Background: an optimization exercise with open tools, aiming at small area, a short achievable clock period and few clock cycles per item. Do not read the settings as production practice.
Function was checked by simulation only, so behaviour that the tests miss may differ from the original.

`design/flow/flow/run.sh`:
```
#!/bin/bash
set -euo pipefail
bash standard.sh SETUP_SLACK_MARGIN=6 finish > standard.log 2>&1
```
`design/flow/standard.sh`:
```
#!/bin/bash
# synth_recipe.tcl (not shown) runs the flow's synth.tcl, then flattens the netlist and writes it again
# the make line also repeats each setting of config.mk as NAME=value (left out here)
make -C /OpenROAD-flow-scripts/flow DESIGN_CONFIG=/design/flow/config.mk WORK_HOME=/design/flow/orfs CLKGATE_MAP_FILE= SYNTH_SCRIPT=/design/flow/synth_recipe.tcl "${@:-finish}"
```
`design/flow/config.mk`:
```
export PLATFORM = sky130hd
export DESIGN_NAME = geofence
export DESIGN_NICKNAME = geofence
export VERILOG_FILES = /design/flow/design.v
export SDC_FILE = /design/flow/constraint.sdc
export NUM_CORES = 4
export LEC_CHECK = 0
export ABC_CLOCK_PERIOD_IN_PS = 4000
export CAP_MARGIN = 20
export CORE_MARGIN = 2
export CORE_UTILIZATION = 40
export SLEW_MARGIN = 20
export SYNTH_HIERARCHICAL = 1
```
`design/flow/constraint.sdc`:
```
create_clock -name core_clock -period 12.0 [get_ports {clk}]
set_input_delay 2.4000 -clock core_clock [delete_from_list [all_inputs] [get_ports {clk}]]
set_output_delay 2.4000 -clock core_clock [all_outputs]
set_load 0.01 [all_outputs]
```
`design/flow/design.v`:
```
module geofence (clk, reset, X, Y, valid, is_inside);
input clk;
input reset;
input [9:0] X;
input [9:0] Y;
output valid;
output is_inside;
reg  [3:0] cnt;       
reg  [9:0] px, py;
reg  [9:0] dmx, dmy, rmx, rmy, lmx, lmy;    
reg        dsx, dsy, rsx, rsy, lsx, lsy;    
reg        in_flag;
wire [10:0] ex = {1'b0, X} - {1'b0, px};
wire [10:0] ey = {1'b0, Y} - {1'b0, py};
wire [9:0]  fx = px - X;
wire [9:0]  fy = py - Y;
wire        nx = ex[10], ny = ey[10];
wire        zx = (X == px), zy = (Y == py);
always @(posedge clk) begin
    dmx <= nx ? fx : ex[9:0];
    dmy <= ny ? fy : ey[9:0];
    dsx <= nx | (zx & ny);
    dsy <= ny | (zy & ~nx);
end
wire tie = ~dsy;
wire pa, ql;
cross_pos u_a (.usx(rsx), .umx(rmx), .usy(rsy), .umy(rmy),
               .wsx(dsx), .wmx(dmx), .wsy(dsy), .wmy(dmy), .tie(tie), .pos(pa));
cross_pos u_b (.usx(lsx), .umx(lmx), .usy(lsy), .umy(lmy),
               .wsx(dsx), .wmx(dmx), .wsy(dsy), .wmy(dmy), .tie(tie), .pos(ql));
wire pb = ~ql;        
always @(posedge clk or posedge reset) begin
    if (reset)            cnt <= 4'd0;
    else if (cnt[3])      cnt <= 4'd0;
    else                  cnt <= cnt + 4'd1;
end
wire first = (cnt == 4'd2);
always @(posedge clk) begin
    if (cnt == 4'd0) begin
        px <= X;
        py <= Y;
    end
    if (first || (!pa && pb)) begin
        rmx <= dmx; rsx <= dsx; rmy <= dmy; rsy <= dsy;
    end
    if (first || (pa && !pb)) begin
        lmx <= dmx; lsx <= dsx; lmy <= dmy; lsy <= dsy;
    end
    if (first)                          in_flag <= 1'b0;
    else if (!pa && !pb)               in_flag <= 1'b1;
end
assign valid = cnt[3];
assign is_inside = in_flag;
endmodule
module cross_pos (usx, umx, usy, umy, wsx, wmx, wsy, wmy, tie, pos);
input usx, usy, wsx, wsy, tie;
input [9:0] umx, umy, wmx, wmy;
output pos;
wire sa = usx ^ wsy;    
wire sb = usy ^ wsx;    
wire t = tie ^ sa;      
wire ge;                
wire p1;
wire n2;
wire p3;
wire n4;
wire p5;
wire n6;
wire p7;
wire n8;
wire p9;
wire n10;
wire p11;
wire n12;
wire p13;
wire n14;
wire p15;
wire n16;
wire p17;
wire n18;
wire p19;
wire n20;
wire p21;
wire n22;
wire p23;
wire n24;
wire p25;
wire n26;
wire p27;
wire n28;
wire p29;
wire n30;
wire p31;
wire n32;
wire p33;
wire n34;
wire p35;
wire n36;
wire p37;
wire n38;
wire p39;
wire n40;
wire p41;
wire n42;
wire p43;
wire n44;
wire p45;
wire n46;
wire p47;
wire n48;
wire p49;
wire n50;
wire p51;
wire n52;
wire p53;
wire n54;
wire p55;
wire n56;
wire p57;
wire n58;
wire p59;
wire n60;
wire p61;
wire n62;
wire p63;
wire n64;
wire p65;
wire n66;
wire p67;
wire n68;
wire p69;
wire n70;
wire p71;
wire n72;
wire p73;
wire n74;
wire p75;
wire n76;
wire p77;
wire n78;
wire p79;
wire n80;
wire p81;
wire n82;
wire p83;
wire n84;
wire p85;
wire n86;
wire p87;
wire n88;
wire p89;
wire n90;
wire p91;
wire n92;
wire p93;
wire n94;
wire p95;
wire n96;
wire p97;
wire n98;
wire p99;
wire n100;
wire p101;
wire n102;
wire p103;
wire n104;
wire p105;
wire n106;
wire p107;
wire n108;
wire p109;
wire n110;
wire p111;
wire n112;
wire p113;
wire n114;
wire p115;
wire n116;
wire p117;
wire n118;
wire p119;
wire n120;
wire p121;
wire n122;
wire p123;
wire n124;
wire p125;
wire n126;
wire p127;
wire n128;
wire p129;
wire n130;
wire p131;
wire n132;
wire p133;
wire n134;
wire p135;
wire n136;
wire p137;
wire n138;
wire p139;
wire n140;
wire p141;
wire n142;
wire p143;
wire n144;
wire p145;
wire n146;
wire p147;
wire n148;
wire p149;
wire n150;
wire p151;
wire n152;
wire p153;
wire n154;
wire p155;
wire n156;
wire p157;
wire n158;
wire p159;
wire n160;
wire p161;
wire n162;
wire p163;
wire n164;
wire p165;
wire n166;
wire p167;
wire n168;
wire p169;
wire n170;
wire p171;
wire n172;
wire p173;
wire n174;
wire p175;
wire n176;
wire p177;
wire n178;
wire p179;
wire n180;
wire p181;
wire n182;
wire p183;
wire n184;
wire p185;
wire n186;
wire p187;
wire n188;
wire p189;
wire n190;
wire p191;
wire n192;
wire p193;
wire n194;
wire p195;
wire n196;
wire p197;
wire n198;
wire p199;
wire n200;
wire s201;
wire c202;
wire s203;
wire c204;
wire s205;
wire c206;
wire s207;
wire c208;
wire s209;
wire c210;
wire s211;
wire c212;
wire s213;
wire c214;
wire s215;
wire c216;
wire s217;
wire c218;
wire s219;
wire c220;
wire s221;
wire c222;
wire s223;
wire c224;
wire s225;
wire c226;
wire s227;
wire c228;
wire s229;
wire c230;
wire s231;
wire c232;
wire s233;
wire c234;
wire s235;
wire c236;
wire s237;
wire c238;
wire s239;
wire c240;
wire s241;
wire c242;
wire s243;
wire c244;
wire s245;
wire c246;
wire s247;
wire c248;
wire s249;
wire c250;
wire s251;
wire c252;
wire s253;
wire c254;
wire s255;
wire c256;
wire s257;
wire c258;
wire s259;
wire c260;
wire s261;
wire c262;
wire s263;
wire c264;
wire s265;
wire c266;
wire s267;
wire c268;
wire s269;
wire c270;
wire s271;
wire c272;
wire s273;
wire c274;
wire s275;
wire c276;
wire s277;
wire c278;
wire s279;
wire c280;
wire s281;
wire c282;
wire s283;
wire c284;
wire s285;
wire c286;
wire s287;
wire c288;
wire s289;
wire c290;
wire s291;
wire c292;
wire s293;
wire c294;
wire s295;
wire c296;
wire s297;
wire c298;
wire s299;
wire c300;
wire s301;
wire c302;
wire s303;
wire c304;
wire s305;
wire c306;
wire s307;
wire c308;
wire s309;
wire c310;
wire s311;
wire c312;
wire s313;
wire c314;
wire s315;
wire c316;
wire s317;
wire c318;
wire s319;
wire c320;
wire s321;
wire c322;
wire s323;
wire c324;
wire s325;
wire c326;
wire s327;
wire c328;
wire s329;
wire c330;
wire s331;
wire c332;
wire s333;
wire c334;
wire s335;
wire c336;
wire s337;
wire c338;
wire s339;
wire c340;
wire s341;
wire c342;
wire s343;
wire c344;
wire s345;
wire c346;
wire s347;
wire c348;
wire s349;
wire c350;
wire s351;
wire c352;
wire s353;
wire c354;
wire s355;
wire c356;
wire s357;
wire c358;
wire s359;
wire c360;
wire s361;
wire c362;
wire s363;
wire c364;
wire s365;
wire c366;
wire s367;
wire c368;
wire s369;
wire c370;
wire s371;
wire c372;
wire s373;
wire c374;
wire s375;
wire c376;
wire s377;
wire c378;
wire s379;
wire c380;
wire s381;
wire c382;
wire s383;
wire c384;
wire s385;
wire c386;
wire s387;
wire c388;
wire s389;
wire c390;
wire s391;
wire c392;
wire s393;
wire c394;
wire s395;
wire c396;
wire s397;
wire c398;
wire s399;
wire c400;
wire s401;
wire c402;
wire s403;
wire c404;
wire s405;
wire c406;
wire s407;
wire c408;
wire s409;
wire c410;
wire s411;
wire c412;
wire s413;
wire c414;
wire s415;
wire c416;
wire s417;
wire c418;
wire s419;
wire c420;
wire s421;
wire c422;
wire s423;
wire c424;
wire s425;
wire c426;
wire s427;
wire c428;
wire s429;
wire c430;
wire s431;
wire c432;
wire s433;
wire c434;
wire s435;
wire c436;
wire s437;
wire c438;
wire s439;
wire c440;
wire s441;
wire c442;
wire s443;
wire c444;
wire s445;
wire c446;
wire s447;
wire c448;
wire s449;
wire c450;
wire s451;
wire c452;
wire s453;
wire c454;
wire s455;
wire c456;
wire s457;
wire c458;
wire s459;
wire c460;
wire s461;
wire c462;
wire s463;
wire c464;
wire s465;
wire c466;
wire s467;
wire c468;
wire s469;
wire c470;
wire s471;
wire c472;
wire s473;
wire c474;
wire s475;
wire c476;
wire s477;
wire c478;
wire s479;
wire c480;
wire s481;
wire c482;
wire s483;
wire c484;
wire s485;
wire c486;
wire s487;
wire c488;
wire s489;
wire c490;
wire s491;
wire c492;
wire s493;
wire c494;
wire s495;
wire c496;
wire s497;
wire c498;
wire s499;
wire c500;
wire s501;
wire c502;
wire s503;
wire c504;
wire s505;
wire c506;
wire s507;
wire c508;
wire s509;
wire c510;
wire s511;
wire c512;
wire s513;
wire c514;
wire s515;
wire c516;
wire s517;
wire c518;
wire s519;
wire c520;
wire s521;
wire c522;
wire s523;
wire c524;
wire s525;
wire c526;
wire s527;
wire c528;
wire s529;
wire c530;
wire s531;
wire c532;
wire s533;
wire c534;
wire s535;
wire c536;
wire s537;
wire c538;
wire s539;
wire c540;
wire s541;
wire c542;
wire s543;
wire c544;
wire s545;
wire c546;
wire s547;
wire c548;
wire s549;
wire c550;
wire s551;
wire c552;
wire s553;
wire c554;
wire s555;
wire c556;
wire s557;
wire c558;
wire s559;
wire c560;
wire s561;
wire c562;
wire s563;
wire c564;
wire s565;
wire c566;
wire g567;
wire q568;
wire g569;
wire q570;
wire g571;
wire q572;
wire g573;
wire q574;
wire g575;
wire q576;
wire g577;
wire q578;
wire g579;
wire q580;
wire g581;
wire q582;
wire g583;
wire q584;
wire g585;
wire q586;
wire g587;
wire q588;
wire g589;
wire q590;
wire g591;
wire q592;
wire g593;
wire q594;
wire g595;
wire q596;
wire g597;
wire q598;
wire g599;
wire q600;
wire g601;
wire q602;
wire g603;
wire q604;
wire g605;
wire q606;
wire g607;
wire q608;
wire g609;
wire q610;
wire g611;
wire q612;
wire g613;
wire q614;
wire g615;
wire q616;
wire g617;
wire q618;
wire g619;
wire q620;
wire g621;
wire q622;
wire g623;
wire q624;
wire g625;
wire q626;
wire g627;
wire q628;
wire g629;
wire q630;
wire g631;
wire q632;
wire g633;
wire q634;
wire g635;
wire q636;
wire g637;
wire q638;
wire g639;
wire q640;
wire g641;
wire q642;
wire g643;
wire q644;
wire g645;
wire q646;
assign p1 = umx[0] & wmy[0];
assign n2 = ~(umy[0] & wmx[0]);
assign p3 = umx[0] & wmy[1];
assign n4 = ~(umy[0] & wmx[1]);
assign p5 = umx[0] & wmy[2];
assign n6 = ~(umy[0] & wmx[2]);
assign p7 = umx[0] & wmy[3];
assign n8 = ~(umy[0] & wmx[3]);
assign p9 = umx[0] & wmy[4];
assign n10 = ~(umy[0] & wmx[4]);
assign p11 = umx[0] & wmy[5];
assign n12 = ~(umy[0] & wmx[5]);
assign p13 = umx[0] & wmy[6];
assign n14 = ~(umy[0] & wmx[6]);
assign p15 = umx[0] & wmy[7];
assign n16 = ~(umy[0] & wmx[7]);
assign p17 = umx[0] & wmy[8];
assign n18 = ~(umy[0] & wmx[8]);
assign p19 = umx[0] & wmy[9];
assign n20 = ~(umy[0] & wmx[9]);
assign p21 = umx[1] & wmy[0];
assign n22 = ~(umy[1] & wmx[0]);
assign p23 = umx[1] & wmy[1];
assign n24 = ~(umy[1] & wmx[1]);
assign p25 = umx[1] & wmy[2];
assign n26 = ~(umy[1] & wmx[2]);
assign p27 = umx[1] & wmy[3];
assign n28 = ~(umy[1] & wmx[3]);
assign p29 = umx[1] & wmy[4];
assign n30 = ~(umy[1] & wmx[4]);
assign p31 = umx[1] & wmy[5];
assign n32 = ~(umy[1] & wmx[5]);
assign p33 = umx[1] & wmy[6];
assign n34 = ~(umy[1] & wmx[6]);
assign p35 = umx[1] & wmy[7];
assign n36 = ~(umy[1] & wmx[7]);
assign p37 = umx[1] & wmy[8];
assign n38 = ~(umy[1] & wmx[8]);
assign p39 = umx[1] & wmy[9];
assign n40 = ~(umy[1] & wmx[9]);
assign p41 = umx[2] & wmy[0];
assign n42 = ~(umy[2] & wmx[0]);
assign p43 = umx[2] & wmy[1];
assign n44 = ~(umy[2] & wmx[1]);
assign p45 = umx[2] & wmy[2];
assign n46 = ~(umy[2] & wmx[2]);
assign p47 = umx[2] & wmy[3];
assign n48 = ~(umy[2] & wmx[3]);
assign p49 = umx[2] & wmy[4];
assign n50 = ~(umy[2] & wmx[4]);
assign p51 = umx[2] & wmy[5];
assign n52 = ~(umy[2] & wmx[5]);
assign p53 = umx[2] & wmy[6];
assign n54 = ~(umy[2] & wmx[6]);
assign p55 = umx[2] & wmy[7];
assign n56 = ~(umy[2] & wmx[7]);
assign p57 = umx[2] & wmy[8];
assign n58 = ~(umy[2] & wmx[8]);
assign p59 = umx[2] & wmy[9];
assign n60 = ~(umy[2] & wmx[9]);
assign p61 = umx[3] & wmy[0];
assign n62 = ~(umy[3] & wmx[0]);
assign p63 = umx[3] & wmy[1];
assign n64 = ~(umy[3] & wmx[1]);
assign p65 = umx[3] & wmy[2];
assign n66 = ~(umy[3] & wmx[2]);
assign p67 = umx[3] & wmy[3];
assign n68 = ~(umy[3] & wmx[3]);
assign p69 = umx[3] & wmy[4];
assign n70 = ~(umy[3] & wmx[4]);
assign p71 = umx[3] & wmy[5];
assign n72 = ~(umy[3] & wmx[5]);
assign p73 = umx[3] & wmy[6];
assign n74 = ~(umy[3] & wmx[6]);
assign p75 = umx[3] & wmy[7];
assign n76 = ~(umy[3] & wmx[7]);
assign p77 = umx[3] & wmy[8];
assign n78 = ~(umy[3] & wmx[8]);
assign p79 = umx[3] & wmy[9];
assign n80 = ~(umy[3] & wmx[9]);
assign p81 = umx[4] & wmy[0];
assign n82 = ~(umy[4] & wmx[0]);
assign p83 = umx[4] & wmy[1];
assign n84 = ~(umy[4] & wmx[1]);
assign p85 = umx[4] & wmy[2];
assign n86 = ~(umy[4] & wmx[2]);
assign p87 = umx[4] & wmy[3];
assign n88 = ~(umy[4] & wmx[3]);
assign p89 = umx[4] & wmy[4];
assign n90 = ~(umy[4] & wmx[4]);
assign p91 = umx[4] & wmy[5];
assign n92 = ~(umy[4] & wmx[5]);
assign p93 = umx[4] & wmy[6];
assign n94 = ~(umy[4] & wmx[6]);
assign p95 = umx[4] & wmy[7];
assign n96 = ~(umy[4] & wmx[7]);
assign p97 = umx[4] & wmy[8];
assign n98 = ~(umy[4] & wmx[8]);
assign p99 = umx[4] & wmy[9];
assign n100 = ~(umy[4] & wmx[9]);
assign p101 = umx[5] & wmy[0];
assign n102 = ~(umy[5] & wmx[0]);
assign p103 = umx[5] & wmy[1];
assign n104 = ~(umy[5] & wmx[1]);
assign p105 = umx[5] & wmy[2];
assign n106 = ~(umy[5] & wmx[2]);
assign p107 = umx[5] & wmy[3];
assign n108 = ~(umy[5] & wmx[3]);
assign p109 = umx[5] & wmy[4];
assign n110 = ~(umy[5] & wmx[4]);
assign p111 = umx[5] & wmy[5];
assign n112 = ~(umy[5] & wmx[5]);
assign p113 = umx[5] & wmy[6];
assign n114 = ~(umy[5] & wmx[6]);
assign p115 = umx[5] & wmy[7];
assign n116 = ~(umy[5] & wmx[7]);
assign p117 = umx[5] & wmy[8];
assign n118 = ~(umy[5] & wmx[8]);
assign p119 = umx[5] & wmy[9];
assign n120 = ~(umy[5] & wmx[9]);
assign p121 = umx[6] & wmy[0];
assign n122 = ~(umy[6] & wmx[0]);
assign p123 = umx[6] & wmy[1];
assign n124 = ~(umy[6] & wmx[1]);
assign p125 = umx[6] & wmy[2];
assign n126 = ~(umy[6] & wmx[2]);
assign p127 = umx[6] & wmy[3];
assign n128 = ~(umy[6] & wmx[3]);
assign p129 = umx[6] & wmy[4];
assign n130 = ~(umy[6] & wmx[4]);
assign p131 = umx[6] & wmy[5];
assign n132 = ~(umy[6] & wmx[5]);
assign p133 = umx[6] & wmy[6];
assign n134 = ~(umy[6] & wmx[6]);
assign p135 = umx[6] & wmy[7];
assign n136 = ~(umy[6] & wmx[7]);
assign p137 = umx[6] & wmy[8];
assign n138 = ~(umy[6] & wmx[8]);
assign p139 = umx[6] & wmy[9];
assign n140 = ~(umy[6] & wmx[9]);
assign p141 = umx[7] & wmy[0];
assign n142 = ~(umy[7] & wmx[0]);
assign p143 = umx[7] & wmy[1];
assign n144 = ~(umy[7] & wmx[1]);
assign p145 = umx[7] & wmy[2];
assign n146 = ~(umy[7] & wmx[2]);
assign p147 = umx[7] & wmy[3];
assign n148 = ~(umy[7] & wmx[3]);
assign p149 = umx[7] & wmy[4];
assign n150 = ~(umy[7] & wmx[4]);
assign p151 = umx[7] & wmy[5];
assign n152 = ~(umy[7] & wmx[5]);
assign p153 = umx[7] & wmy[6];
assign n154 = ~(umy[7] & wmx[6]);
assign p155 = umx[7] & wmy[7];
assign n156 = ~(umy[7] & wmx[7]);
assign p157 = umx[7] & wmy[8];
assign n158 = ~(umy[7] & wmx[8]);
assign p159 = umx[7] & wmy[9];
assign n160 = ~(umy[7] & wmx[9]);
assign p161 = umx[8] & wmy[0];
assign n162 = ~(umy[8] & wmx[0]);
assign p163 = umx[8] & wmy[1];
assign n164 = ~(umy[8] & wmx[1]);
assign p165 = umx[8] & wmy[2];
assign n166 = ~(umy[8] & wmx[2]);
assign p167 = umx[8] & wmy[3];
assign n168 = ~(umy[8] & wmx[3]);
assign p169 = umx[8] & wmy[4];
assign n170 = ~(umy[8] & wmx[4]);
assign p171 = umx[8] & wmy[5];
assign n172 = ~(umy[8] & wmx[5]);
assign p173 = umx[8] & wmy[6];
assign n174 = ~(umy[8] & wmx[6]);
assign p175 = umx[8] & wmy[7];
assign n176 = ~(umy[8] & wmx[7]);
assign p177 = umx[8] & wmy[8];
assign n178 = ~(umy[8] & wmx[8]);
assign p179 = umx[8] & wmy[9];
assign n180 = ~(umy[8] & wmx[9]);
assign p181 = umx[9] & wmy[0];
assign n182 = ~(umy[9] & wmx[0]);
assign p183 = umx[9] & wmy[1];
assign n184 = ~(umy[9] & wmx[1]);
assign p185 = umx[9] & wmy[2];
assign n186 = ~(umy[9] & wmx[2]);
assign p187 = umx[9] & wmy[3];
assign n188 = ~(umy[9] & wmx[3]);
assign p189 = umx[9] & wmy[4];
assign n190 = ~(umy[9] & wmx[4]);
assign p191 = umx[9] & wmy[5];
assign n192 = ~(umy[9] & wmx[5]);
assign p193 = umx[9] & wmy[6];
assign n194 = ~(umy[9] & wmx[6]);
assign p195 = umx[9] & wmy[7];
assign n196 = ~(umy[9] & wmx[7]);
assign p197 = umx[9] & wmy[8];
assign n198 = ~(umy[9] & wmx[8]);
assign p199 = umx[9] & wmy[9];
assign n200 = ~(umy[9] & wmx[9]);
fa_cell us201 (.a(1'b1), .b(n110), .c(n128), .s(s201), .co(c202));
assign s203 = 1'b1 ^ n112;
assign c204 = 1'b1 & n112;
fa_cell us205 (.a(1'b1), .b(n104), .c(n122), .s(s205), .co(c206));
fa_cell us207 (.a(1'b1), .b(n106), .c(n124), .s(s207), .co(c208));
fa_cell us209 (.a(n142), .b(n16), .c(n34), .s(s209), .co(c210));
assign s211 = n52 ^ n70;
assign c212 = n52 & n70;
fa_cell us213 (.a(1'b1), .b(n108), .c(n126), .s(s213), .co(c214));
fa_cell us215 (.a(n144), .b(n162), .c(n18), .s(s215), .co(c216));
fa_cell us217 (.a(n36), .b(n54), .c(n72), .s(s217), .co(c218));
fa_cell us219 (.a(n90), .b(p107), .c(p125), .s(s219), .co(c220));
assign s221 = p143 ^ p161;
assign c222 = p143 & p161;
fa_cell us223 (.a(n146), .b(n164), .c(n182), .s(s223), .co(c224));
fa_cell us225 (.a(n20), .b(n38), .c(n56), .s(s225), .co(c226));
fa_cell us227 (.a(n74), .b(n92), .c(p109), .s(s227), .co(c228));
fa_cell us229 (.a(p127), .b(p145), .c(p163), .s(s229), .co(c230));
fa_cell us231 (.a(p181), .b(p19), .c(p37), .s(s231), .co(c232));
assign s233 = p55 ^ p73;
assign c234 = p55 & p73;
fa_cell us235 (.a(n130), .b(n148), .c(n166), .s(s235), .co(c236));
fa_cell us237 (.a(n184), .b(n40), .c(n58), .s(s237), .co(c238));
fa_cell us239 (.a(n76), .b(n94), .c(p111), .s(s239), .co(c240));
fa_cell us241 (.a(p129), .b(p147), .c(p165), .s(s241), .co(c242));
fa_cell us243 (.a(p183), .b(p39), .c(p57), .s(s243), .co(c244));
fa_cell us245 (.a(p75), .b(p93), .c(s203), .s(s245), .co(c246));
fa_cell us247 (.a(n114), .b(n132), .c(n150), .s(s247), .co(c248));
fa_cell us249 (.a(n168), .b(n186), .c(n60), .s(s249), .co(c250));
fa_cell us251 (.a(n78), .b(n96), .c(p113), .s(s251), .co(c252));
fa_cell us253 (.a(p131), .b(p149), .c(p167), .s(s253), .co(c254));
fa_cell us255 (.a(p185), .b(p59), .c(p77), .s(s255), .co(c256));
fa_cell us257 (.a(n116), .b(n134), .c(n152), .s(s257), .co(c258));
fa_cell us259 (.a(n170), .b(n188), .c(n80), .s(s259), .co(c260));
fa_cell us261 (.a(n98), .b(p115), .c(p133), .s(s261), .co(c262));
fa_cell us263 (.a(n100), .b(n118), .c(n136), .s(s263), .co(c264));
fa_cell us265 (.a(1'b1), .b(n10), .c(n28), .s(s265), .co(c266));
fa_cell us267 (.a(1'b1), .b(n102), .c(n12), .s(s267), .co(c268));
fa_cell us269 (.a(n30), .b(n48), .c(n66), .s(s269), .co(c270));
assign s271 = n84 ^ p101;
assign c272 = n84 & p101;
fa_cell us273 (.a(n14), .b(n32), .c(n50), .s(s273), .co(c274));
fa_cell us275 (.a(n68), .b(n86), .c(p103), .s(s275), .co(c276));
fa_cell us277 (.a(p121), .b(p13), .c(p31), .s(s277), .co(c278));
assign s279 = p49 ^ p67;
assign c280 = p49 & p67;
fa_cell us281 (.a(n88), .b(p105), .c(p123), .s(s281), .co(c282));
fa_cell us283 (.a(p141), .b(p15), .c(p33), .s(s283), .co(c284));
fa_cell us285 (.a(p51), .b(p69), .c(p87), .s(s285), .co(c286));
fa_cell us287 (.a(s211), .b(c206), .c(s207), .s(s287), .co(c288));
fa_cell us289 (.a(p17), .b(p35), .c(p53), .s(s289), .co(c290));
fa_cell us291 (.a(p71), .b(p89), .c(c212), .s(s291), .co(c292));
fa_cell us293 (.a(s221), .b(c208), .c(c210), .s(s293), .co(c294));
fa_cell us295 (.a(s213), .b(s215), .c(s217), .s(s295), .co(c296));
fa_cell us297 (.a(p91), .b(c222), .c(s233), .s(s297), .co(c298));
fa_cell us299 (.a(c214), .b(c216), .c(c218), .s(s299), .co(c300));
fa_cell us301 (.a(c220), .b(s201), .c(s223), .s(s301), .co(c302));
fa_cell us303 (.a(s225), .b(s227), .c(s229), .s(s303), .co(c304));
fa_cell us305 (.a(c234), .b(c202), .c(c224), .s(s305), .co(c306));
fa_cell us307 (.a(c226), .b(c228), .c(c230), .s(s307), .co(c308));
fa_cell us309 (.a(c232), .b(s235), .c(s237), .s(s309), .co(c310));
fa_cell us311 (.a(s239), .b(s241), .c(s243), .s(s311), .co(c312));
fa_cell us313 (.a(p95), .b(c204), .c(c236), .s(s313), .co(c314));
fa_cell us315 (.a(c238), .b(c240), .c(c242), .s(s315), .co(c316));
fa_cell us317 (.a(c244), .b(s247), .c(s249), .s(s317), .co(c318));
fa_cell us319 (.a(s251), .b(s253), .c(s255), .s(s319), .co(c320));
fa_cell us321 (.a(p151), .b(p169), .c(p187), .s(s321), .co(c322));
fa_cell us323 (.a(p79), .b(p97), .c(c248), .s(s323), .co(c324));
fa_cell us325 (.a(c250), .b(c252), .c(c254), .s(s325), .co(c326));
fa_cell us327 (.a(c256), .b(s257), .c(s259), .s(s327), .co(c328));
fa_cell us329 (.a(n154), .b(n172), .c(n190), .s(s329), .co(c330));
fa_cell us331 (.a(p117), .b(p135), .c(p153), .s(s331), .co(c332));
fa_cell us333 (.a(p171), .b(p189), .c(p99), .s(s333), .co(c334));
fa_cell us335 (.a(c258), .b(c260), .c(c262), .s(s335), .co(c336));
fa_cell us337 (.a(n120), .b(n138), .c(n156), .s(s337), .co(c338));
fa_cell us339 (.a(n174), .b(n192), .c(p119), .s(s339), .co(c340));
fa_cell us341 (.a(p137), .b(p155), .c(p173), .s(s341), .co(c342));
fa_cell us343 (.a(n140), .b(n158), .c(n176), .s(s343), .co(c344));
assign s345 = 1'b1 ^ n24;
assign c346 = 1'b1 & n24;
fa_cell us347 (.a(1'b1), .b(n26), .c(n44), .s(s347), .co(c348));
fa_cell us349 (.a(n62), .b(n8), .c(p25), .s(s349), .co(c350));
fa_cell us351 (.a(n46), .b(n64), .c(n82), .s(s351), .co(c352));
fa_cell us353 (.a(p27), .b(p45), .c(p63), .s(s353), .co(c354));
assign s355 = p81 ^ p9;
assign c356 = p81 & p9;
fa_cell us357 (.a(p11), .b(p29), .c(p47), .s(s357), .co(c358));
fa_cell us359 (.a(p65), .b(p83), .c(s271), .s(s359), .co(c360));
fa_cell us361 (.a(c266), .b(s267), .c(s269), .s(s361), .co(c362));
fa_cell us363 (.a(p85), .b(c272), .c(s279), .s(s363), .co(c364));
fa_cell us365 (.a(c268), .b(c270), .c(s205), .s(s365), .co(c366));
fa_cell us367 (.a(s273), .b(s275), .c(s277), .s(s367), .co(c368));
fa_cell us369 (.a(c280), .b(c274), .c(c276), .s(s369), .co(c370));
fa_cell us371 (.a(c278), .b(s209), .c(s281), .s(s371), .co(c372));
fa_cell us373 (.a(s283), .b(s285), .c(s287), .s(s373), .co(c374));
fa_cell us375 (.a(c282), .b(c284), .c(c286), .s(s375), .co(c376));
fa_cell us377 (.a(s219), .b(s289), .c(s291), .s(s377), .co(c378));
fa_cell us379 (.a(c288), .b(s293), .c(s295), .s(s379), .co(c380));
fa_cell us381 (.a(c290), .b(s231), .c(c292), .s(s381), .co(c382));
fa_cell us383 (.a(s297), .b(c294), .c(c296), .s(s383), .co(c384));
fa_cell us385 (.a(s299), .b(s301), .c(s303), .s(s385), .co(c386));
fa_cell us387 (.a(c298), .b(s245), .c(c300), .s(s387), .co(c388));
fa_cell us389 (.a(c302), .b(c304), .c(s305), .s(s389), .co(c390));
fa_cell us391 (.a(s307), .b(s309), .c(s311), .s(s391), .co(c392));
fa_cell us393 (.a(c246), .b(c306), .c(c308), .s(s393), .co(c394));
fa_cell us395 (.a(c310), .b(c312), .c(s313), .s(s395), .co(c396));
fa_cell us397 (.a(s315), .b(s317), .c(s319), .s(s397), .co(c398));
fa_cell us399 (.a(s261), .b(s321), .c(c314), .s(s399), .co(c400));
fa_cell us401 (.a(c316), .b(c318), .c(c320), .s(s401), .co(c402));
fa_cell us403 (.a(s323), .b(s325), .c(s327), .s(s403), .co(c404));
fa_cell us405 (.a(c322), .b(s263), .c(s329), .s(s405), .co(c406));
fa_cell us407 (.a(s331), .b(s333), .c(c324), .s(s407), .co(c408));
fa_cell us409 (.a(c326), .b(c328), .c(s335), .s(s409), .co(c410));
fa_cell us411 (.a(p191), .b(c264), .c(c330), .s(s411), .co(c412));
fa_cell us413 (.a(c332), .b(c334), .c(s337), .s(s413), .co(c414));
fa_cell us415 (.a(s339), .b(s341), .c(c336), .s(s415), .co(c416));
fa_cell us417 (.a(n194), .b(p139), .c(p157), .s(s417), .co(c418));
fa_cell us419 (.a(p175), .b(p193), .c(c338), .s(s419), .co(c420));
fa_cell us421 (.a(c340), .b(c342), .c(s343), .s(s421), .co(c422));
fa_cell us423 (.a(n160), .b(n178), .c(n196), .s(s423), .co(c424));
fa_cell us425 (.a(p159), .b(p177), .c(p195), .s(s425), .co(c426));
assign s427 = 1'b1 ^ n22;
assign c428 = 1'b1 & n22;
fa_cell us429 (.a(n42), .b(n6), .c(p23), .s(s429), .co(c430));
assign s431 = p41 ^ p5;
assign c432 = p41 & p5;
fa_cell us433 (.a(p43), .b(p61), .c(p7), .s(s433), .co(c434));
fa_cell us435 (.a(c346), .b(s347), .c(s349), .s(s435), .co(c436));
fa_cell us437 (.a(s355), .b(c348), .c(c350), .s(s437), .co(c438));
fa_cell us439 (.a(s265), .b(s351), .c(s353), .s(s439), .co(c440));
fa_cell us441 (.a(c356), .b(c352), .c(c354), .s(s441), .co(c442));
fa_cell us443 (.a(s357), .b(s359), .c(s361), .s(s443), .co(c444));
fa_cell us445 (.a(c358), .b(c360), .c(s363), .s(s445), .co(c446));
fa_cell us447 (.a(c362), .b(s365), .c(s367), .s(s447), .co(c448));
fa_cell us449 (.a(c364), .b(c366), .c(c368), .s(s449), .co(c450));
fa_cell us451 (.a(s369), .b(s371), .c(s373), .s(s451), .co(c452));
fa_cell us453 (.a(c370), .b(c372), .c(s375), .s(s453), .co(c454));
fa_cell us455 (.a(s377), .b(c374), .c(s379), .s(s455), .co(c456));
fa_cell us457 (.a(c376), .b(c378), .c(s381), .s(s457), .co(c458));
fa_cell us459 (.a(c380), .b(s383), .c(s385), .s(s459), .co(c460));
fa_cell us461 (.a(c382), .b(c384), .c(s387), .s(s461), .co(c462));
fa_cell us463 (.a(c386), .b(s389), .c(s391), .s(s463), .co(c464));
fa_cell us465 (.a(c388), .b(c390), .c(s393), .s(s465), .co(c466));
fa_cell us467 (.a(c392), .b(s395), .c(s397), .s(s467), .co(c468));
fa_cell us469 (.a(c394), .b(c396), .c(s399), .s(s469), .co(c470));
fa_cell us471 (.a(c398), .b(s401), .c(s403), .s(s471), .co(c472));
fa_cell us473 (.a(s405), .b(c400), .c(c402), .s(s473), .co(c474));
fa_cell us475 (.a(s407), .b(c404), .c(s409), .s(s475), .co(c476));
fa_cell us477 (.a(c406), .b(s411), .c(s413), .s(s477), .co(c478));
fa_cell us479 (.a(c408), .b(c410), .c(s415), .s(s479), .co(c480));
fa_cell us481 (.a(s417), .b(c412), .c(c414), .s(s481), .co(c482));
fa_cell us483 (.a(s419), .b(s421), .c(c416), .s(s483), .co(c484));
fa_cell us485 (.a(c344), .b(c418), .c(s423), .s(s485), .co(c486));
fa_cell us487 (.a(s425), .b(c420), .c(c422), .s(s487), .co(c488));
fa_cell us489 (.a(n180), .b(n198), .c(p179), .s(s489), .co(c490));
fa_cell us491 (.a(p197), .b(c424), .c(c426), .s(s491), .co(c492));
assign s493 = n4 ^ p21;
assign c494 = n4 & p21;
fa_cell us495 (.a(c428), .b(s345), .c(s431), .s(s495), .co(c496));
fa_cell us497 (.a(c432), .b(c430), .c(s433), .s(s497), .co(c498));
fa_cell us499 (.a(c434), .b(c436), .c(s437), .s(s499), .co(c500));
fa_cell us501 (.a(c438), .b(c440), .c(s441), .s(s501), .co(c502));
fa_cell us503 (.a(c442), .b(s445), .c(c444), .s(s503), .co(c504));
fa_cell us505 (.a(c446), .b(c448), .c(s449), .s(s505), .co(c506));
fa_cell us507 (.a(c450), .b(s453), .c(c452), .s(s507), .co(c508));
fa_cell us509 (.a(c454), .b(s457), .c(c456), .s(s509), .co(c510));
fa_cell us511 (.a(c458), .b(s461), .c(c460), .s(s511), .co(c512));
fa_cell us513 (.a(c462), .b(s465), .c(c464), .s(s513), .co(c514));
fa_cell us515 (.a(c466), .b(s469), .c(c468), .s(s515), .co(c516));
fa_cell us517 (.a(c470), .b(s473), .c(c472), .s(s517), .co(c518));
fa_cell us519 (.a(s477), .b(c474), .c(c476), .s(s519), .co(c520));
fa_cell us521 (.a(c478), .b(s481), .c(s483), .s(s521), .co(c522));
fa_cell us523 (.a(s485), .b(c482), .c(s487), .s(s523), .co(c524));
fa_cell us525 (.a(s489), .b(c486), .c(s491), .s(s525), .co(c526));
fa_cell us527 (.a(n200), .b(p199), .c(c490), .s(s527), .co(c528));
assign s529 = n2 ^ p1;
assign c530 = n2 & p1;
fa_cell us531 (.a(p3), .b(s427), .c(s493), .s(s531), .co(c532));
fa_cell us533 (.a(c494), .b(s429), .c(s495), .s(s533), .co(c534));
fa_cell us535 (.a(c496), .b(s435), .c(s497), .s(s535), .co(c536));
fa_cell us537 (.a(c498), .b(s439), .c(s499), .s(s537), .co(c538));
fa_cell us539 (.a(c500), .b(s501), .c(s443), .s(s539), .co(c540));
fa_cell us541 (.a(c502), .b(s447), .c(s503), .s(s541), .co(c542));
fa_cell us543 (.a(c504), .b(s505), .c(s451), .s(s543), .co(c544));
fa_cell us545 (.a(c506), .b(s455), .c(s507), .s(s545), .co(c546));
fa_cell us547 (.a(s459), .b(c508), .c(s509), .s(s547), .co(c548));
fa_cell us549 (.a(s463), .b(c510), .c(s511), .s(s549), .co(c550));
fa_cell us551 (.a(s467), .b(c512), .c(s513), .s(s551), .co(c552));
fa_cell us553 (.a(s471), .b(c514), .c(s515), .s(s553), .co(c554));
fa_cell us555 (.a(s475), .b(c516), .c(s517), .s(s555), .co(c556));
fa_cell us557 (.a(s479), .b(s519), .c(c518), .s(s557), .co(c558));
fa_cell us559 (.a(c480), .b(s521), .c(c520), .s(s559), .co(c560));
fa_cell us561 (.a(c484), .b(s523), .c(c522), .s(s561), .co(c562));
fa_cell us563 (.a(c488), .b(s525), .c(c524), .s(s563), .co(c564));
fa_cell us565 (.a(c492), .b(s527), .c(c526), .s(s565), .co(c566));
assign g567 = s529 & t;
assign q568 = s529 | t;
assign g569 = c530 & s531;
assign q570 = c530 | s531;
assign g571 = c532 & s533;
assign q572 = c532 | s533;
assign g573 = c534 & s535;
assign q574 = c534 | s535;
assign g575 = c536 & s537;
assign q576 = c536 | s537;
assign g577 = c538 & s539;
assign q578 = c538 | s539;
assign g579 = c540 & s541;
assign q580 = c540 | s541;
assign g581 = c542 & s543;
assign q582 = c542 | s543;
assign g583 = c544 & s545;
assign q584 = c544 | s545;
assign g585 = c546 & s547;
assign q586 = c546 | s547;
assign g587 = c548 & s549;
assign q588 = c548 | s549;
assign g589 = c550 & s551;
assign q590 = c550 | s551;
assign g591 = c552 & s553;
assign q592 = c552 | s553;
assign g593 = c554 & s555;
assign q594 = c554 | s555;
assign g595 = c556 & s557;
assign q596 = c556 | s557;
assign g597 = s559 & c558;
assign q598 = s559 | c558;
assign g599 = s561 & c560;
assign q600 = s561 | c560;
assign g601 = s563 & c562;
assign q602 = s563 | c562;
assign g603 = s565 & c564;
assign q604 = s565 | c564;
assign g605 = c528 & c566;
assign q606 = c528 | c566;
assign g607 = g569 | (q570 & g567);
assign q608 = q570 & q568;
assign g609 = g573 | (q574 & g571);
assign q610 = q574 & q572;
assign g611 = g577 | (q578 & g575);
assign q612 = q578 & q576;
assign g613 = g581 | (q582 & g579);
assign q614 = q582 & q580;
assign g615 = g585 | (q586 & g583);
assign q616 = q586 & q584;
assign g617 = g589 | (q590 & g587);
assign q618 = q590 & q588;
assign g619 = g593 | (q594 & g591);
assign q620 = q594 & q592;
assign g621 = g597 | (q598 & g595);
assign q622 = q598 & q596;
assign g623 = g601 | (q602 & g599);
assign q624 = q602 & q600;
assign g625 = g605 | (q606 & g603);
assign q626 = q606 & q604;
assign g627 = g609 | (q610 & g607);
assign q628 = q610 & q608;
assign g629 = g613 | (q614 & g611);
assign q630 = q614 & q612;
assign g631 = g617 | (q618 & g615);
assign q632 = q618 & q616;
assign g633 = g621 | (q622 & g619);
assign q634 = q622 & q620;
assign g635 = g625 | (q626 & g623);
assign q636 = q626 & q624;
assign g637 = g629 | (q630 & g627);
assign q638 = q630 & q628;
assign g639 = g633 | (q634 & g631);
assign q640 = q634 & q632;
assign g641 = 1'b0 | (1'b1 & g635);
assign q642 = 1'b1 & q636;
assign g643 = g639 | (q640 & g637);
assign q644 = q640 & q638;
assign g645 = g641 | (q642 & g643);
assign q646 = q642 & q644;
assign ge = ~(g645 ^ 1'b1);
assign pos = (sa ^ sb) ? ~sa : (ge ^ sa);
endmodule
module fa_cell (a, b, c, s, co);
input a, b, c;
output s, co;
assign s = a ^ b ^ c;
assign co = (a & b) | (a & c) | (b & c);
endmodule
```
==> out/metrics.cfg, run 1 <==
[layout]
n_fill_cell=3348
finalNetCount=1695
diodes=0
drive_above_1_share_pct=4.08
syn_to_final_growth_pct=8.06
stdcell_count=1734

[grt]
grt_util_all_layers_pct=20.2
antenna_found_initial=0
overflow=0
grt_pass1_vias=10400
grt_max_degree=23
grt_first_pass_wirelength_um=56700

[flow_run]
max-cap-violations=0

[setup_path]
cp.required_ps=12070
worstPathArrival_ps=5830
worstPathCellList=and2_1 -> fa_1 -> fa_1 -> fa_1 -> fa_1 -> fa_1 -> fa_1 -> o2111ai_1 -> o21ai_0 -> o21ai_0 -> a21oi_1 -> a211oi_2 -> mux2_1 -> a21o_4
ff2ff_setup_slack_ps=6230
worst_setup_path_start_kind=flop
crit_path_end_kind=flop
crit_type=flop to flop
critPathMaxFanout=22
slowest_delay_ps=620
path_common_cell=fa_1
critPathSlowestCell=edfxtp_1

[placement]
place.gp.congestion=0.834
numPortBuffers=23
dp_hpwl_um=26200
dp.cells=1712

[logic_synthesis]
synth_xor_area_share_pct=1.42
synthAdderAreaFrac_pct=53.9
synth-async-reset-ratio_pct=4.40
avgSynthCellArea_um2=11.4
synth_top_family_by_area=adder cells
ys.warnings.count=7
yosys.cell_types.count=53
synth-edff-count=64
ys_seq_area_share_pct=17.5
synth_ff_type=edfxtp_1
synth_compound_area_share_pct=6.51
synth_area_um2=14200
synth_seq_cells=91
synthSimpleGateAreaFrac_pct=16.4
syn_inst=1253
synth_mux_area_share_pct=1.28

[timing]
slew_headroom_pct=20.2
drv_slew=0
rsz0062_at_grt=no
period_needed_ps=5770
final.setup.tns_ps=0
worst_pin_slew_ps=1200
finalCritPeriodShare_pct=48.0
clock.fmax_ghz=0.173
finalHoldViolCount=0
finalSetupViolCount=0
finClkSkew_ps=17.5

[floorplan]
die_h_um=193
dieArea_um2=37100
core_area_um2=35300
io_pins=24
die_w_um=193
num_rows=69
start_util_pct=40.3

[outcome]
status=finished clean

[detailed_routing]
vias=9250
drt_iter0_markers=667
antenna_left=0
firstDrtPassIters=6
wl_um=34600
wl_per_cell_um=19.9
routed_via_density=5.33
drc=0

[clock_tree]
numClockSinks=91
numCtsBuffers=9
cts.root.buffer_cell=clkbuf_16
ctsLongestPathBuffers=2
clk_pin_slew_ps=70
htreeDepth=3
cts_hold_buf=0
clkLatencyLatePin_ps=350
cts_tree=built

[min_path]
hp-class=flop to flop

Yosys stat by module (local to each module, per instance):
| module | flip-flops and latches | area (um^2) | copies in the design |
|---|---|---|---|
| fa_cell | 0 | 20.0 | 342 |
| cross_pos | 0 | 1520 | 2 |
| geofence | 91 | 4340 | 1 |
area by class of cell:
| cell class | count | area (um^2) | area share [%] |
|---|---|---|---|
| timing repair buffer | 40 | 383 | 2.49 |
| inverter | 57 | 214 | 1.39 |
| clock inverter | 6 | 56.3 | 0.366 |
| tap | 461 | 577 | 3.75 |
| clock buffer | 10 | 229 | 1.49 |
| multi-input combinational | 1069 | 11400 | 74.2 |
| sequential | 91 | 2510 | 16.3 |
worst max-delay path: cells and delay by family (launching register included):
family / cells / cell delay (ps)
muxes: 1 / 480
adders and majority gates: 6 / 2860
AOI/OAI and AO/OA: 6 / 1230
DFF: 1 / 620
and+or+nand+nor: 1 / 280
cell families after synthesis:
kind of cell    after synthesis
fa+ha+maj                   405
simple gates                469
compound gates              139
flops                        91
mux                          18
buf+inv                     106
other cells                   2
xor+xnor                     23
flip-flops by register name, summed over array words and instances (netlist names), 4 cells and up:
name,flops
dmx,10
dmy,10
lmx,10
lmy,10
px,10
py,10
rmx,10
rmy,10
cnt,4
final timing paths:
path                              from     end  cells after the start
worst min register to register  cnt[0]  cnt[0]                      1
min in group asynchronous        reset  cnt[0]                      2
worst max register to register  rmx[1]  lmx[7]                     14
max in group asynchronous        reset  cnt[3]                      2
worst min-delay path            cnt[0]  cnt[0]                      1
worst max-delay path            rmx[1]  lmx[7]                     14
through the flow:
step	hold WS (ps)	worst slack [ps]	instance area [um^2]	util, %
2_1_floorplan	432	6360	14300	-
3_3_place_gp	449	5520	15000	42.4
3_5_place_dp	456	5370	15000	42.4
4_1_cts	467	6110	15300	43.3
5_1_grt	510	6020	15400	43.5
6_report	457	6230	15400	43.5
layout by cell type, fill, tap and decap left out, types with 3 or more instances in the layout:
master | netlist | layout
nand3_1 | 7 | 7
dfxtp_1 | 23 | 14
fa_1 | 346 | 346
a21oi_1 | 33 | 33
nor2b_1 | 4 | 4
edfxtp_1 | 64 | 64
o211ai_1 | 8 | 8
xor2_1 | 12 | 12
dfrtp_1 | 4 | 4
conb_1 | 2 | 14
nand2_1 | 209 | 209
clkdlybuf4s50_1 | 0 | 23
a31oi_1 | 13 | 13
o22ai_1 | 12 | 12
clkbuf_16 | 0 | 9
a211oi_2 | 3 | 3
nor2_1 | 29 | 29
and2_1 | 203 | 203
a21o_1 | 12 | 11
dfxtp_2 | 0 | 4
ha_1 | 59 | 59
xnor2_1 | 11 | 11
inv_1 | 57 | 57
nor3_1 | 5 | 5
a22o_1 | 6 | 6
buf_4 | 1 | 15
mux2i_1 | 16 | 16
o21ai_0 | 21 | 21
dfxtp_4 | 0 | 5
nand2b_1 | 3 | 3
cells in the mapped netlist (12+ instances only):
library cell	instances	area, um^2
nand2_1	209	785
clkbuf_1	45	169
a21oi_1	33	165
mux2i_1	16	160
o21ai_0	21	105
inv_1	57	214
nor2_1	29	109
edfxtp_1	64	1920
xor2_1	12	105
and2_1	203	1270
fa_1	346	6930
dfxtp_1	23	460
ha_1	59	738
a21o_1	12	90.1
a31oi_1	13	81.3
o22ai_1	12	75.1
repair_timing:
item                                    in CTS  in global routing
pin swaps                                    1                  2
resized for setup                           12                  6
gates cloned                                 1                  0
setup buffers                                0                  5
endpoints found under the setup margin      44                 44
routing by layer:
layer  share of wire [%]  global-route usage [%]  routed length [um]
met1                  41                    27.0               14300
met2                  50                    34.3               17200
met3                 6.4                    3.22                2220
met4                 2.4                    5.02                 842
met5                   0                       0                   0
Testbench counts, summed over its fixed seeds: cycles 10,800, objects 1,200.
==> run 2: changes to the inputs <==
==> design/flow/flow/run.sh (replaced) <==
#!/bin/bash
set -euo pipefail
bash standard.sh SETUP_SLACK_MARGIN=6.25 finish > standard.log 2>&1
==> out/metrics.cfg, run 2 <==
[clock_tree]
numCtsBuffers=9  ; unchanged
clkLatencyLatePin_ps=350  ; about the same
clk_pin_slew_ps=70  ; about the same
cts_tree=built  ; unchanged
htreeDepth=3  ; unchanged
numClockSinks=91  ; unchanged
cts_hold_buf=0  ; unchanged
ctsLongestPathBuffers=2  ; unchanged
cts.root.buffer_cell=clkbuf_16  ; unchanged

[layout]
diodes=0  ; unchanged
n_fill_cell=3314  ; was 3348
layout_common_cells=fa_1, nand2_1, and2_1  ; unchanged
final_common_cell=fa_1  ; unchanged
syn_to_final_growth_pct=12.1  ; was 8.06%
finalNetCount=1753  ; was 1695
drive_above_1_share_pct=8.79  ; was 4.08%

[detailed_routing]
routed_via_density=5.31  ; was 5.33
drt_iter0_markers=661  ; was 667
firstDrtPassIters=6  ; unchanged
wl_per_cell_um=19.5  ; was 19.9 um
antenna_left=0  ; unchanged
wl_um=35000  ; was 34600 um
drc=0  ; unchanged
vias=9515  ; was 9250

[setup_path]
path_common_cell=fa_1  ; unchanged
reg2reg_depth=15  ; was 14
critPathSlowestCell=edfxtp_1  ; unchanged
cp.required_ps=12060  ; was 12070 ps
crit_type=flop to flop  ; unchanged
worst_setup_path_start_kind=flop  ; unchanged
crit_family=adder cells  ; unchanged
critPathMaxFanout=11  ; was 22
crit_cells=15  ; was 14
cp_num_buf_inv=1  ; was 0
crit_path_end_kind=flop  ; unchanged
worstPathCellList=and2_1 -> fa_1 -> fa_1 -> fa_1 -> fa_1 -> fa_1 -> fa_2 -> o2111ai_1 -> o21ai_0 -> o21ai_1 -> a21oi_1 -> a211oi_2 -> mux2_4 -> o21bai_4 -> buf_12  ; was and2_1 -> fa_1 -> fa_1 -> fa_1 -> fa_1 -> fa_1 -> fa_1 -> o2111ai_1 -> o21ai_0 -> o21ai_0 -> a21oi_1 -> a211oi_2 -> mux2_1 -> a21o_4
worstPathArrival_ps=5660  ; was 5830 ps
slowest_delay_ps=540  ; was 620 ps

[grt]
grt_first_pass_wirelength_um=56800  ; was 56700 um
grt_max_degree=23  ; unchanged
grt_pass1_vias=10500  ; was 10400
antenna_found_initial=0  ; unchanged
grt_util_all_layers_pct=20.2  ; about the same
overflow=0  ; unchanged

[logic_synthesis]
synth-edff-count=64  ; unchanged
synth-async-reset-ratio_pct=4.40  ; unchanged
syn_inst=1253  ; unchanged
avgSynthCellArea_um2=11.4  ; unchanged
yosys.area.top_type_share_pct=48.7  ; unchanged
synthTopCellsByArea=fa_1, edfxtp_1, and2_1  ; unchanged
ys.warnings.count=7  ; unchanged
synth_common_cells=fa_1, nand2_1, and2_1  ; unchanged
synth_seq_cells=91  ; unchanged
synthMostInstantiatedCell=fa_1  ; unchanged
yosys.cell_types.count=53  ; unchanged
yosysTopAreaCell=fa_1  ; unchanged
ys_seq_area_share_pct=17.5  ; unchanged
synth_area_um2=14200  ; unchanged
synth_ff_type=edfxtp_1  ; unchanged

[timing]
finalHoldViolCount=0  ; unchanged
clock.fmax_ghz=0.179  ; was 0.173 GHz
finClkSkew_ps=16.4  ; was 17.5 ps
drv_slew=0  ; unchanged
finalCritPeriodShare_pct=46.6  ; was 48.0%
rsz0062_at_grt=no  ; unchanged
worst_pin_slew_ps=1370  ; was 1200 ps
period_needed_ps=5600  ; was 5770 ps
finalSetupViolCount=0  ; unchanged
final.setup.tns_ps=0  ; unchanged
holdWs_ps=457  ; about the same
slew_headroom_pct=8.42  ; was 20.2%

[floorplan]
die_w_um=193  ; unchanged
die_h_um=193  ; unchanged
num_rows=69  ; unchanged
core_area_um2=35300  ; unchanged
dieArea_um2=37100  ; unchanged
start_util_pct=40.3  ; unchanged
io_pins=24  ; unchanged

[min_path]
hold_depth=1  ; unchanged
hp-class=flop to flop  ; unchanged

[placement]
dp_hpwl_um=26200  ; unchanged
place.gp.congestion=0.834  ; unchanged
numPortBuffers=23  ; unchanged

[outcome]
status=finished clean  ; unchanged

[flow_run]
max-cap-violations=0  ; unchanged

==> run 2: what timing repair did <==
| item | 4_1_cts | 5_1_grt |
|---|---|---|
| setup buffers | 4 | 58 |
| gates cloned | 1 | 1 |
| pin swaps | 2 | 3 |
| endpoints found under the setup margin | 44 | 44 |
| resized for setup | 17 | 22 |
==> run 2: logic make-up (layout without fill, tap and decap cells) <==
family / after synthesis / count (layout) / synth area share, %
flops: 91 / 91 / 17.5
fa+ha+maj: 405 / 405 / 53.9
mux: 18 / 18 / 1.28
compound gates: 139 / 141 / 6.51
other cells: 2 / 14 / 0.0528
buf+inv: 106 / 170 / 2.98
simple gates: 469 / 469 / 16.4
xor+xnor: 23 / 23 / 1.42
==> run 2: through the flow <==
step	setup slack [ps]	instances	area (um^2)	utilization (%)
after global routing	6250	1792	15900	45.1
final	6400	1792	15900	45.1
after floorplan	6360	1265	14300	-
after global placement	5520	1712	15000	42.4
after CTS	6260	1733	15400	43.5
after detailed placement	5370	1712	15000	42.4
==> run 2: final cells by class <==
cell class | count | area [um^2] | share of cell area, %
clock buffers | 10 | 229 | 1.44
clock inverters | 6 | 56.3 | 0.353
inverters | 57 | 214 | 1.34
multi-input cells | 1070 | 11400 | 71.7
flip-flops and latches | 91 | 2510 | 15.8
well taps | 461 | 577 | 3.62
repair buffers | 97 | 916 | 5.75
==> run 2: worst paths after layout <==
| path | slack, ps | from | endpoint |
|---|---|---|---|
| max | 6400 | rmx[6] | rmx[9] |
| min | 460 | cnt[0] | cnt[0] |
| max reg2reg | 6400 | rmx[6] | rmx[9] |
| min reg2reg | 460 | cnt[0] | cnt[0] |
| max in group asynchronous | 9630 | reset | cnt[3] |
| min in group asynchronous | 2230 | reset | cnt[0] |
==> run 2: modules after synthesis, one instance, submodules excluded <==
module | times used | flip-flops and latches | cells inside | area (um^2)
geofence | 1 | 91 | 343 | 4340
fa_cell | 342 | 0 | 1 | 20.0
cross_pos | 2 | 0 | 284 | 1520
==> run 2: routing by layer <==
layer | global-route usage (%) | share of wire [%]
met1 | 27.0 | 42
met2 | 34.3 | 50
met3 | 3.31 | 6.1
met4 | 5.20 | 2.1
met5 | 0 | 0

==> re-timing with driven ports <==
Ports are ideal in the flow. The routed layouts listed here were re-timed in OpenROAD. Step 1, drivers: a clkbuf_16 drives clk and a buf_2 each remaining input, both assumed. Step 2, shift: input delay + t, output delay - t, t = (earliest + latest rising clock arrival at the registers) / 2. This alone moves slack from input paths to output paths. Three values: ideal ports, drivers, drivers and shift; two values: the first two.
| run | t (ns) | setup WS [ns] | hold WS [ns] | clock arrival spread, ns | cell pins on the clock port's net |
|---|---|---|---|---|---|
| run 1 | 0.387 | 6.234 / 6.234 / 6.234 | 0.457 / 0.457 / 0.457 | 0.017 / 0.017 | 1 |
| run 2 | 0.387 | 6.402 / 6.402 / 6.402 | 0.457 / 0.457 / 0.457 | 0.016 / 0.017 | 1 |
After both steps setup and hold are still met in every run listed.
